This is an optimization exercise on Yosys and OpenROAD, whose aim is small area, a short achievable clock period and few clock cycles, not a production implementation.
Function was checked by simulation only, so behaviour that the tests miss may differ from the original.

==> inputs of harbor <==
## softmax
module softmax #(parameter
	ARITH_TYPE = 1,
	DATA_WIDTH = 32,
	INTEGER = 10,
	FRACTION = 22,
    E=8,
    M=23 )
    (
input  wire                  clk,
input  wire                  reset,
input  wire                  softmax_enable,
input  wire [DATA_WIDTH-1:0] in1,
input  wire [DATA_WIDTH-1:0] in2,
input  wire [DATA_WIDTH-1:0] in3,
input  wire [DATA_WIDTH-1:0] in4,
input  wire [DATA_WIDTH-1:0] max_input,
output wire [DATA_WIDTH-1:0] softmax_out_1,
output wire [DATA_WIDTH-1:0] softmax_out_2,
output wire [DATA_WIDTH-1:0] softmax_out_3,
output wire [DATA_WIDTH-1:0] softmax_out_4,
output reg                   softmax_output_ready
    );
clock: 15.0 ns
lec_check: 0
abc_area: 1
cap_margin: 20
core_margin: 2
core_utilization: 40
place_density: 0.6
slew_margin: 20
synth_hierarchical: 1
synth_minimum_keep_size: 0
standard.sh (not shown) runs the stock make flow with config.mk's settings and CLKGATE_MAP_FILE= SYNTH_SCRIPT=/design/flow/synth_recipe.tcl, a recipe that flattens the netlist after the stock synthesis.
==> flow/flow/run.sh <==
#!/bin/bash
# Layout flow: the standard ORFS flow (standard.sh, unchanged) with two
# settings passed on to make:
#  - BUFFER_PORTS_ARGS: every input and output port still gets its buffer, a
#    buf_1 (the smallest buffer) instead of the cell buffer_ports picks.
# make's full output goes to flow_make.log; ORFS keeps each step's log under
# orfs/logs.
set -euo pipefail
MARGIN=$(cat flow/margin.txt)
bash standard.sh "SETUP_SLACK_MARGIN=$MARGIN" \
  "BUFFER_PORTS_ARGS=-buffer_cell sky130_fd_sc_hd__buf_1" finish > flow_make.log 2>&1
==> flow/flow/margin.txt <==
8.5
==> inputs of delta, as changes to harbor <==
==> flow/flow/margin.txt (replaced) <==
9
CORE_UTILIZATION = 30   (was 40)
PLACE_DENSITY = 0.5   (was 0.6)
==> notes.md <==
Against harbor, the first-iteration DRC count of delta is higher by about 10%.
Of harbor and delta, delta has the higher critical path depth (gap 1).
In flip-flop and latch count, delta and harbor do not differ.
Register-to-register slack: delta is better than harbor (0.40 ns).
Hold slack is about the same in harbor and delta.
Of delta and harbor, harbor has the higher clock skew (gap 0.019 ns).
==> figures <==
Outcome: delta no timing/DRC/antenna violations; harbor no timing/DRC/antenna violations
Final worst-path cycle share: delta 38.7%; harbor 41.3%
DRT met1 WL: delta 48300 µm; harbor 42500 µm
Placed Area: delta 0.0357 mm²; harbor 0.0352 mm²
Period minus WS final: delta 5.80 ns; harbor 6.20 ns
Clock-pin transition on the worst setup and hold timing paths: delta 0.06 ns; harbor 0.07 ns
Utilization after layout: delta 34.6%; harbor 43.8%
Final std cell area, no fill: delta 0.0383 mm²; harbor 0.0364 mm²
Non-clock buffers, area share: delta 5.89%; harbor 4.08%
Worst Tran Pin Value: delta 1.11 ns; harbor 1.16 ns
Setup repair after global routing missed its margin: delta true; harbor false
Die height: delta 338 µm; harbor 293 µm
Testbench counts of harbor, summed over its fixed seeds: cycles 16,808.
Testbench counts of delta, summed over its fixed seeds: cycles 16,808.


==> yarrow <==
Another version of the RTL of softmax (not shown whole).
## softmax
module softmax #(parameter
	ARITH_TYPE = 1,
	DATA_WIDTH = 32,
	INTEGER = 10,
	FRACTION = 22,
    E=8,
    M=23 )
    (
input  wire                  clk,
input  wire                  reset,
input  wire                  softmax_enable,
input  wire [DATA_WIDTH-1:0] in1,
input  wire [DATA_WIDTH-1:0] in2,
input  wire [DATA_WIDTH-1:0] in3,
input  wire [DATA_WIDTH-1:0] in4,
input  wire [DATA_WIDTH-1:0] max_input,
output wire [DATA_WIDTH-1:0] softmax_out_1,
output wire [DATA_WIDTH-1:0] softmax_out_2,
output wire [DATA_WIDTH-1:0] softmax_out_3,
output wire [DATA_WIDTH-1:0] softmax_out_4,
output reg                   softmax_output_ready
    );
Settings: LEC_CHECK=0, ABC_AREA=1, CAP_MARGIN=20, CORE_MARGIN=2, CORE_UTILIZATION=40, PLACE_DENSITY=0.6, SLEW_MARGIN=20, SYNTH_HIERARCHICAL=1, SYNTH_MINIMUM_KEEP_SIZE=0; clock period 15.0 ns.
==> flow/flow/margin.txt <==
8
Scripts as last shown in full above: flow/flow/run.sh
==> ember (differences from yarrow) <==
==> flow/flow/margin.txt (replaced) <==
12
==> summary of the runs <==
Against ember, the global-route usage of yarrow is lower by 2.7 points.
Of yarrow and ember, yarrow has the higher worst hold slack (gap 2.1 ps).
Against ember, the cell area of yarrow is lower by about 17%.
Against yarrow, the clock skew of ember is lower by 13 ps.
Of yarrow and ember, ember has the higher core utilization (gap 8.7 points).
Testbench counts of yarrow, summed over its fixed seeds: cycles 16,808.
Testbench counts of ember, summed over its fixed seeds: cycles 16,808.

[afterwards: timing with drivers on the ports]
The flow's constraints put no driver on any port. The routed layouts listed below were extracted and timed again, unchanged, in two steps. Step 1, drivers: a clkbuf_16 drives clk and a buf_2 each remaining input, both assumed. Step 2 moves the port delays by t, midway between the first and last clock arrival at a register: inputs arrive t later, outputs are due t later. That takes back most of the time a late clock gives input paths. Slacks: ideal / step 1 / step 2; pairs: ideal / step 1.
run	t (ns)	setup slack, ns	worst setup path at the end	slew at the worst register clock pin (ns)	worst slew at a driven data input, ns
harbor	0.631	8.800 / 8.800 / 8.800	register to register	0.07 / 0.07	0.09
delta	0.649	9.198 / 9.198 / 9.056	input to register	0.06 / 0.06	0.07
yarrow	0.635	8.380 / 8.380 / 8.380	register to register	0.07 / 0.07	0.05
ember	0.639	9.321 / 9.321 / 9.321	register to register	0.07 / 0.07	0.08
After both steps setup and hold are still met in every run listed. For delta, which loses most, drivers alone change the setup slack by 0.000 ns; drivers and shift together by -0.142 ns.
